What follows belongs to an exercise in optimizing a design on an open flow for small area and a short achievable clock period; a production flow would make more cautious choices. Function was checked by simulation only, so behaviour that the tests miss may differ from the original.

==> run a <==
// computing_core
module computing_core(
    input clk,
    input reset,
    input [31:0] data_kernel,
    input [31:0] data_in_0,
    output [31:0] data_out_0,
    output en,
    output reg done
    );
    reg [5:0] st;
    wire [5:0] nst = (st == 6'd46) ? 6'd23 : st + 6'd1;
    always @(posedge clk or negedge reset)
        if (!reset) st <= 6'd0;
        else st <= nst;
    reg en_n, dn_n;
    reg [5:0] wsl_n;
    reg [6:0] ysl_n;    
    always @(*) begin
        case (st)
        6'd0: en_n = 1'b1;
        6'd1: en_n = 1'b1;
        6'd2: en_n = 1'b1;
        6'd3: en_n = 1'b1;
        6'd4: en_n = 1'b1;
        6'd5: en_n = 1'b1;
        6'd6: en_n = 1'b1;
        6'd7: en_n = 1'b1;
        6'd8: en_n = 1'b0;
        6'd9: en_n = 1'b0;
        6'd10: en_n = 1'b0;
        6'd11: en_n = 1'b0;
        6'd12: en_n = 1'b0;
        6'd13: en_n = 1'b0;
        6'd14: en_n = 1'b0;
        6'd15: en_n = 1'b0;
        6'd16: en_n = 1'b0;
        6'd17: en_n = 1'b0;
        6'd18: en_n = 1'b0;
        6'd19: en_n = 1'b0;
        6'd20: en_n = 1'b0;
        6'd21: en_n = 1'b1;
        6'd22: en_n = 1'b0;
        6'd23: en_n = 1'b1;
        6'd24: en_n = 1'b1;
        6'd25: en_n = 1'b1;
        6'd26: en_n = 1'b1;
        6'd27: en_n = 1'b1;
        6'd28: en_n = 1'b1;
        6'd29: en_n = 1'b1;
        6'd30: en_n = 1'b0;
        6'd31: en_n = 1'b0;
        6'd32: en_n = 1'b0;
        6'd33: en_n = 1'b0;
        6'd34: en_n = 1'b0;
        6'd35: en_n = 1'b0;
        6'd36: en_n = 1'b0;
        6'd37: en_n = 1'b0;
        6'd38: en_n = 1'b0;
        6'd39: en_n = 1'b0;
        6'd40: en_n = 1'b0;
        6'd41: en_n = 1'b0;
        6'd42: en_n = 1'b0;
        6'd43: en_n = 1'b0;
        6'd44: en_n = 1'b0;
        6'd45: en_n = 1'b1;
        6'd46: en_n = 1'b0;
        default: en_n = 1'b0;
        endcase
        case (nst)
        6'd0: begin dn_n = 1'b0; wsl_n = 6'b000000; ysl_n = 7'b1000000; end
        6'd1: begin dn_n = 1'b0; wsl_n = 6'b000001; ysl_n = 7'b1000000; end
        6'd2: begin dn_n = 1'b0; wsl_n = 6'b000010; ysl_n = 7'b1000000; end
        6'd3: begin dn_n = 1'b0; wsl_n = 6'b000001; ysl_n = 7'b0000001; end
        6'd4: begin dn_n = 1'b0; wsl_n = 6'b000100; ysl_n = 7'b0000010; end
  ...
export LEC_CHECK = 0
export ABC_CLOCK_PERIOD_IN_PS = 2500
export CAP_MARGIN = 5
export CORE_MARGIN = 2
export CORE_UTILIZATION = 65
export CTS_CLUSTER_DIAMETER = 80
export CTS_CLUSTER_SIZE = 30
export SETUP_SLACK_MARGIN = 5
export SLEW_MARGIN = 5
create_clock -name core_clock -period 8.0 [get_ports {clk}]
standard.sh (not shown) runs the stock make flow with config.mk's settings and CLKGATE_MAP_FILE= SYNTH_SCRIPT=/design/flow/synth_recipe.tcl, a recipe that flattens the netlist after the stock synthesis.
==> flow/flow/run.sh <==
#!/bin/bash
# Own flow: the standard layout, with two changes to how the layout is made:
# the port buffers are plain buffers (buf_2) instead of the delay cells
# buffer_ports picks by default, and timing repair aims at a tighter setup margin.
# Each step's full output goes to a log file in the work folder.
set -uo pipefail
bash standard.sh synth > synth.log 2>&1 || { tail -n 50 synth.log; exit 1; }
bash standard.sh "BUFFER_PORTS_ARGS=-buffer_cell sky130_fd_sc_hd__buf_2" SETUP_SLACK_MARGIN=5.2 finish > layout.log 2>&1 || { tail -n 50 layout.log; exit 1; }
==> run b (differences from run a) <==
- CAP_MARGIN: 5 -> 20
- SLEW_MARGIN: 5 -> 20
==> run c (differences from run a) <==
--- a/flow/flow/run.sh
+++ b/flow/flow/run.sh
@@ -5,4 +5,4 @@
 # Each step's full output goes to a log file in the work folder.
 set -uo pipefail
 bash standard.sh synth > synth.log 2>&1 || { tail -n 50 synth.log; exit 1; }
-bash standard.sh "BUFFER_PORTS_ARGS=-buffer_cell sky130_fd_sc_hd__buf_2" SETUP_SLACK_MARGIN=5.2 finish > layout.log 2>&1 || { tail -n 50 layout.log; exit 1; }
+bash standard.sh "BUFFER_PORTS_ARGS=-buffer_cell sky130_fd_sc_hd__buf_2" SETUP_SLACK_MARGIN=5.25 finish > layout.log 2>&1 || { tail -n 50 layout.log; exit 1; }
- CAP_MARGIN: 5 -> 20
- SLEW_MARGIN: 5 -> 20
==> results.cfg <==
[finish]
regArea_um2 = 13200
multi_input_area_share_pct = 46.4
final_cell_count_no_fill = 3077
final_area_um2 = 31400

[run_status]
status = complete, no violations

[detailed_routing]
wl_per_cell_um = 22.6
routed_wl_mm = 69.6
dr.max_layer_used = met4

[pwr]
powerDensity_nw_per_um2 = 308

[timing]
clock_skew_ns = 0.0304

[grt]
globalRouteTotalUtil_pct = 30.2
# the run above: run a

==> results.cfg <==
[run_status]
status = complete, no violations

[finish]
regArea_um2 = 13200
final_area_um2 = 31400
final_cell_count_no_fill = 3077
clkbuf_count = 34
multi_input_area_share_pct = 46.4

[detailed_routing]
dr.max_layer_used = met4
routed_wl_mm = 69.6

[pwr]
powerDensity_nw_per_um2 = 308

[critical_path]
path_depth = 2
# the run above: run b

==> results.cfg <==
[grt]
globalRouteTotalUtil_pct = 29.4

[finish]
final_area_um2 = 31900
final_cell_count_no_fill = 3102
regArea_um2 = 13200

[detailed_routing]
dr.max_layer_used = met5
routed_wl_mm = 70.1

[pwr]
powerDensity_nw_per_um2 = 306

[run_status]
status = complete, no violations
# the run above: run c

## what the ideal ports hide
The flow's constraints put no driver on any port. The routed layouts listed below were extracted and timed again, unchanged, in two steps.
Step 1 (the two cells are an assumption about what drives the block):
set clk [get_ports {clk}]
set_driving_cell -lib_cell sky130_fd_sc_hd__clkbuf_16 $clk
set_driving_cell -lib_cell sky130_fd_sc_hd__buf_2 [delete_from_list [all_inputs] $clk]
Step 2 adds t to the input delays and takes it off the output delays; t is the mean of the earliest and latest rising clock arrival at the registers after step 1. Input paths then give back, and output paths get back, about the clock's delay inside the block.
Slacks: no drivers / after step 1 / after step 2; pairs: no drivers / after step 1.
run	t (ns)	setup slack, ns	hold WS [ns]	worst slew at a driven data input, ns
run a	0.667	5.240 / 5.178 / 5.148	0.335 / 0.335 / 0.335	0.08
run b	0.667	5.240 / 5.178 / 5.148	0.335 / 0.335 / 0.335	0.08
run c	0.673	5.242 / 5.182 / 5.124	0.331 / 0.331 / 0.331	0.07
After both steps every run listed still meets setup and hold. The setup slack of run c, which loses most, moves by -0.060 ns with the drivers and by -0.118 ns with both steps.
